Source: an optimization exercise on an open RTL-to-GDS flow (aim: a short achievable clock period and few clock cycles). Production flows keep margins and buffers that such runs may drop. Power and IR drop assume default switching activity.

Design RV32ICore, start of the top module:
module RV32ICore(
    input  wire        CPU_CLK,
    input  wire        CPU_RST,
    output wire [31:0] IMEM_ADDR,
    input  wire [31:0] IMEM_RDATA,
    output wire [31:0] DMEM_ADDR,
    output wire [3:0]  DMEM_WE,
    output wire [31:0] DMEM_WDATA,
    input  wire [31:0] DMEM_RDATA
    );
Size: about 2,100 flip-flops, about 170 I/O pins, roughly 100,000 um^2 of cells after synthesis.
==> flow/config.mk <==
export PLATFORM = sky130hd
export DESIGN_NAME = RV32ICore
export DESIGN_NICKNAME = RV32ICore
export VERILOG_FILES = /design/flow/design.v
export SDC_FILE = /design/flow/constraint.sdc
export NUM_CORES = 4
export LEC_CHECK = 0
export CAP_MARGIN = 20
export CORE_MARGIN = 2
export CORE_UTILIZATION = 30
export GPL_ROUTABILITY_DRIVEN = 1
export GPL_TIMING_DRIVEN = 1
export PLACE_DENSITY = 0.45
export SETUP_SLACK_MARGIN = 5
export SLEW_MARGIN = 20
export TNS_END_PERCENT = 100
==> flow/constraint.sdc <==
create_clock -name core_clock -period 10.0 [get_ports {CPU_CLK}]
set_input_delay 2.0000 -clock core_clock [delete_from_list [all_inputs] [get_ports {CPU_CLK}]]
set_output_delay 2.0000 -clock core_clock [all_outputs]
set_load 0.01 [all_outputs]
standard.sh (not shown) runs the stock make flow with config.mk's settings and CLKGATE_MAP_FILE= SYNTH_SCRIPT=/design/flow/synth_recipe.tcl, a recipe that flattens the netlist after the stock synthesis.
==> flow/flow/run.sh <==
#!/bin/bash
set -euo pipefail
bash standard.sh SETUP_SLACK_MARGIN=${MARGIN:-7} finish > standard_flow.log 2>&1
The first run finished clean.
Change:
--- a/flow/design.v
+++ b/flow/design.v
@@ -21,16 +21,43 @@
                     assign g[j+1][i] = g[j][i];
                     assign p[j+1][i] = p[j][i];
                 end
             end
         end
     endgenerate
     assign s = p[0][W:1] ^ g[L][W-1:0];
 endmodule
+module FastCmp #(parameter W = 32) (
+    input  wire [W-1:0] a,
+    input  wire [W-1:0] b,
+    output wire         ltu,
+    output wire         eq
+    );
+    localparam L = $clog2(W);
+    wire [W-1:0] g [0:L];
+    wire [W-1:0] p [0:L];
+    assign g[0] = a & ~b;
+    assign p[0] = ~(a ^ b);
+    genvar i, j;
+    generate
+        for (j = 0; j < L; j = j + 1) begin : lvl
+            for (i = 0; i < (W >> (j + 1)); i = i + 1) begin : grp
+                assign g[j+1][i] = g[j][2*i+1] | (p[j][2*i+1] & g[j][2*i]);
+                assign p[j+1][i] = p[j][2*i+1] & p[j][2*i];
+            end
+            for (i = (W >> (j + 1)); i < W; i = i + 1) begin : pad
+                assign g[j+1][i] = 1'b0;
+                assign p[j+1][i] = 1'b0;
+            end
+        end
+    endgenerate
+    assign ltu = ~(g[L][0] | p[L][0]);
+    assign eq  = p[L][0];
+endmodule
 `timescale 1ns / 1ps
 module RV32ICore(
     input  wire        CPU_CLK,
     input  wire        CPU_RST,
     output wire [31:0] IMEM_ADDR,
     input  wire [31:0] IMEM_RDATA,
     output wire [31:0] DMEM_ADDR,
     output wire [3:0]  DMEM_WE,
@@ -88,18 +115,20 @@
     wire [31:0] A = eaM ? mres : ea;
     wire [31:0] B = ebM ? mres : eb;
     wire [31:0] S = esM ? mres : es;
     wire [31:0] sumRR, sumMR, sumRM;
     KSAdd #(32) addRR (.a(ea),   .b(ebx),   .cin(eSub), .s(sumRR));
     KSAdd #(32) addMR (.a(mres), .b(ebx),   .cin(eSub), .s(sumMR));
     KSAdd #(32) addRM (.a(ea),   .b(mres),  .cin(1'b0), .s(sumRM));
     wire [31:0] sum   = eaM ? sumMR : (ebM ? sumRM : sumRR);
-    wire        eqRR  = (ea == eb),   eqMR  = (mres == eb),   eqRM  = (ea == mres);
-    wire        ltuRR = (ea < eb),    ltuMR = (mres < eb),    ltuRM = (ea < mres);
+    wire        eqRR, eqMR, eqRM, ltuRR, ltuMR, ltuRM;
+    FastCmp #(32) cmpRR (.a(ea),   .b(eb),   .ltu(ltuRR), .eq(eqRR));
+    FastCmp #(32) cmpMR (.a(mres), .b(eb),   .ltu(ltuMR), .eq(eqMR));
+    FastCmp #(32) cmpRM (.a(ea),   .b(mres), .ltu(ltuRM), .eq(eqRM));
     wire        ltRR  = (ea[31] ^ eb[31]) ? ea[31] : ltuRR;
     wire        ltMR  = (mres[31] ^ eb[31]) ? mres[31] : ltuMR;
     wire        ltRM  = (ea[31] ^ mres[31]) ? ea[31] : ltuRM;
     wire        brcRR = (ef3[2] ? (ef3[1] ? ltuRR : ltRR) : eqRR) ^ ef3[0];
     wire        brcMR = (ef3[2] ? (ef3[1] ? ltuMR : ltMR) : eqMR) ^ ef3[0];
     wire        brcRM = (ef3[2] ? (ef3[1] ? ltuRM : ltRM) : eqRM) ^ ef3[0];
     wire        brc   = eaM ? brcMR : (ebM ? brcRM : brcRR);
     wire        lt    = eaM ? ltMR  : (ebM ? ltRM  : ltRR);
@@ -118,31 +147,25 @@
     wire        taken  = eJal | eJalr | (eBr & brc);
     wire        eptok  = (ebt == eptgt);
     wire        eBJ    = eBr | eJal;
     wire        misT   = ev & (eBJ ? (~ept | ~eptok) : (~eJalr & ept));
     wire        misN   = ev & (eBr ? ept : eJal ? (~ept | ~eptok) : (~eJalr & ept));
     wire        jneq   = eaM ? (mres != epmi) : (ea != epmi);
     wire        misJ   = ev & eJalr & (~ept | jneq);
     wire        mis    = misJ | (brc ? misT : misN);
-    wire        sEbt   = ~misJ & (brc ? (misT & eBJ)  : (misN & eJal));
-    wire        sLink  = ~misJ & (brc ? (misT & ~eBJ) : (misN & ~eJal));
-    wire        sSeq   = ~mis;
-    wire        sDred  = sSeq & dred;
-    wire        sPred  = sSeq & ~stall & ~dred & fpt;
-    wire        sInc   = sSeq & ~stall & ~dred & ~fpt;
-    wire        sHold  = sSeq & stall;
+    wire [29:0] seq    = ({30{dred}}                     & dbt)
+                       | ({30{~dred & ~stall & fpt}}     & fptgt)
+                       | ({30{~dred & ~stall & ~fpt}}    & (pcF + 30'd1))
+                       | ({30{stall}}                    & pcF);
+    wire [29:0] nxtT   = misT ? (eBJ  ? ebt : elink) : seq;
+    wire [29:0] nxtN   = misN ? (eJal ? ebt : elink) : seq;
     wire [31:0] jtgt   = eaM ? sumMR : sumRR;
-    wire [29:0] nxt    = ({30{misJ}}  & jtgt[31:2])
-                       | ({30{sEbt}}  & ebt)
-                       | ({30{sLink}} & elink)
-                       | ({30{sDred}} & dbt)
-                       | ({30{sPred}} & fptgt)
-                       | ({30{sInc}}  & (pcF + 30'd1))
-                       | ({30{sHold}} & pcF);
+    wire [29:0] nxtB   = brc ? nxtT : nxtN;
+    wire [29:0] nxt    = misJ ? jtgt[31:2] : nxtB;
     wire [29:0] rtgt   = eJalr ? jtgt[31:2] : ebt;
     reg  [3:0]  we_n;
     reg  [31:0] wd_n;
     always @(*) begin
         case (ef3[1:0])
             2'b00:   begin we_n = 4'b0001 << sum[1:0];            wd_n = {4{S[7:0]}};  end
             2'b01:   begin we_n = sum[1] ? 4'b1100 : 4'b0011;     wd_n = {2{S[15:0]}}; end
             default: begin we_n = 4'b1111;                        wd_n = S;            end
Effect: The changed run ran to the end with no violations; register-to-register slack is better by 0.28 ns; hold slack is better by 0.067 ns; critical path depth decreases by 4; routed wire length increases by 1.2%; final cell count increases by 2.7%; total power increases by 5.1%; via count increases by 3.3%; setup slack is better by 0.28 ns; combinational power increases by 12%; count of clock-buffer cells in the layout decreases by 9; sequential share of layout area decreases by 0.71 points.
Function was not checked in any run of this note: the RTL went through the layout flow alone.

---

Setup of the previous run:
Another version of the RTL of RV32ICore (not shown whole).
Size in the first run: roughly 8500 cells after synthesis, ~170 I/O pins.
Settings: LEC_CHECK=0, CAP_MARGIN=20, CORE_MARGIN=2, CORE_UTILIZATION=45, GPL_ROUTABILITY_DRIVEN=1, GPL_TIMING_DRIVEN=1, PLACE_DENSITY=0.6, SETUP_SLACK_MARGIN=5, SLEW_MARGIN=20, TNS_END_PERCENT=100; clock period 10.0 ns.
Scripts as last shown in full above: flow/flow/run.sh
Edits applied to the flow inputs when going from the previous run to the current run:
-- flow/design.v --
<<< the previous run, line 65
    input  wire [31:0] DMEM_RDATA
    );
    localparam BTB_IB = 4;                
    localparam BTB_N  = 1 << BTB_IB;
    localparam BTB_TB = 8;                
>>> the current run, line 65
    input  wire [31:0] DMEM_RDATA
    );
    localparam BTB_IB = 5;                
    localparam BTB_N  = 1 << BTB_IB;
    localparam BTB_TB = 8;                
<<< the previous run, line 232
    assign stall = dv & ((ev & eLd & eWen & ((use1 & erd == rs1) | (use2 & erd == rs2))) |
                       (mLd & mWen & ((use1 & mrd == rs1) | (use2 & mrd == rs2))) |
                       (aFwd & bFwd) | (bFwd & fIsSub));
    wire [31:0] immX = isST ? immS : ((isLUI | isAUI) ? immU : immI);
    wire [31:0] aval = wb1 & ~aZero & ~aPc ? wdata :
>>> the current run, line 232
    assign stall = dv & ((ev & eLd & eWen & ((use1 & erd == rs1) | (use2 & erd == rs2))) |
                       (mLd & mWen & ((use1 & mrd == rs1) | (use2 & mrd == rs2))) |
                       (aFwd & bFwd) | (bFwd & fIsSub) | (fIsSub & wHit2 & ~mHit2 & wLd));
    wire [31:0] immX = isST ? immS : ((isLUI | isAUI) ? immU : immI);
    wire [31:0] aval = wb1 & ~aZero & ~aPc ? wdata :
<<< the previous run, line 238
    wire [31:0] bvale = bImm ? immX : rv2e;
    wire [31:0] bval  = wb2 & ~bImm ? wdata : bvale;
    wire [31:0] bvalx = wb2 & ~bImm ? (fIsSub ? ~wdata : wdata) : (fIsSub ? ~bvale : bvale);
    wire [29:0] dbt;
    KSAdd #(30) addBT (.a(dpc), .b(dimm), .cin(1'b0), .s(dbt));
>>> the current run, line 238
    wire [31:0] bvale = bImm ? immX : rv2e;
    wire [31:0] bval  = wb2 & ~bImm ? wdata : bvale;
    wire [31:0] bvalx = wb2 & ~bImm ? (fIsSub ? ~wres : wdata) : (fIsSub ? ~bvale : bvale);
    wire [29:0] dbt;
    KSAdd #(30) addBT (.a(dpc), .b(dimm), .cin(1'b0), .s(dbt));
<<< the previous run, line 256
    wire [BTB_IB-1:0] fidx = pcF[BTB_IB-1:0];
    wire [BTB_TB-1:0] ftag = pcF[BTB_IB+BTB_TB-1:BTB_IB];
    wire        fhit  = btbV[fidx] & (btbTag[fidx] == ftag);
    wire [1:0]  fctr  = btbC[fidx];
    wire        fpt   = fhit & fctr[1];
    wire [29:0] fptgt = {pcF[29:BTB_XB], btbT[fidx]};
    assign IMEM_ADDR = {pcOut, 2'b00};
>>> the current run, line 256
    wire [BTB_IB-1:0] fidx = pcF[BTB_IB-1:0];
    wire [BTB_TB-1:0] ftag = pcF[BTB_IB+BTB_TB-1:BTB_IB];
    reg  [BTB_N-1:0] ehitv, eptv;
    integer q;
    always @(*) begin
        for (q = 0; q < BTB_N; q = q + 1) begin
            ehitv[q] = btbV[q] & (btbTag[q] == ftag);
            eptv[q]  = ehitv[q] & btbC[q][1];
        end
    end
    wire        fhit  = ehitv[fidx];
    wire [1:0]  fctr  = btbC[fidx];
    wire        fpt   = eptv[fidx];
    wire [29:0] fptgt = {pcF[29:BTB_XB], btbT[fidx]};
    assign IMEM_ADDR = {pcOut, 2'b00};
==> run notes <==
Area fraction in compound gates after synthesis: the current run < the previous run
~same path length in cells of the critical path in the current run and the previous run
Sequential share of layout area: the current run > the previous run
Going from the previous run to the current run, fraction of power consumed by combinational cells moved up; core utilization level.
Diff the previous run -> the current run: number of signal-net buffers in the layout picked up an extra 16%, number of nets still failing antenna checks after routing level.
No functional check of the RTL was part of any run of this note.

==> separate check: timing with driven ports <==
No port has a modelled driver above. Below, the same layouts with a new extraction and two added sets of constraints.
Step 1 sets driving cells, clkbuf_16 on the clock port and buf_2 on the other inputs (assumed; they add their load-dependent delay and slew).
Step 2 times the ports against the registers' clock, not the clock port: input delays grow and output delays shrink by t, the midpoint of the rising clock arrivals with the driver on.
a / b / c = ideal / step 1 / step 2; a / b = the first two.
run | shift t [ns] | setup WS [ns] | hold WS [ns] | worst slew at a driven data input, ns | cell pins on the clock port's net
the first run of note 1 | 1.008 | 5.864 / 5.864 / 5.356 | 0.262 / 0.262 / 0.262 | 0.14 | 1
the second run of note 1 | 1.030 | 6.143 / 6.143 / 5.492 | 0.329 / 0.329 / 0.329 | 0.16 | 1
the previous run | 0.992 | 6.528 / 6.508 / 5.564 | 0.289 / 0.289 / 0.289 | 0.24 | 1
the current run | 1.014 | 6.481 / 6.463 / 5.838 | 0.307 / 0.307 / 0.307 | 0.16 | 1
After both steps setup and hold are still met in every run listed. For the previous run, which loses most, drivers alone change the setup slack by -0.020 ns; drivers and shift together by -0.964 ns.
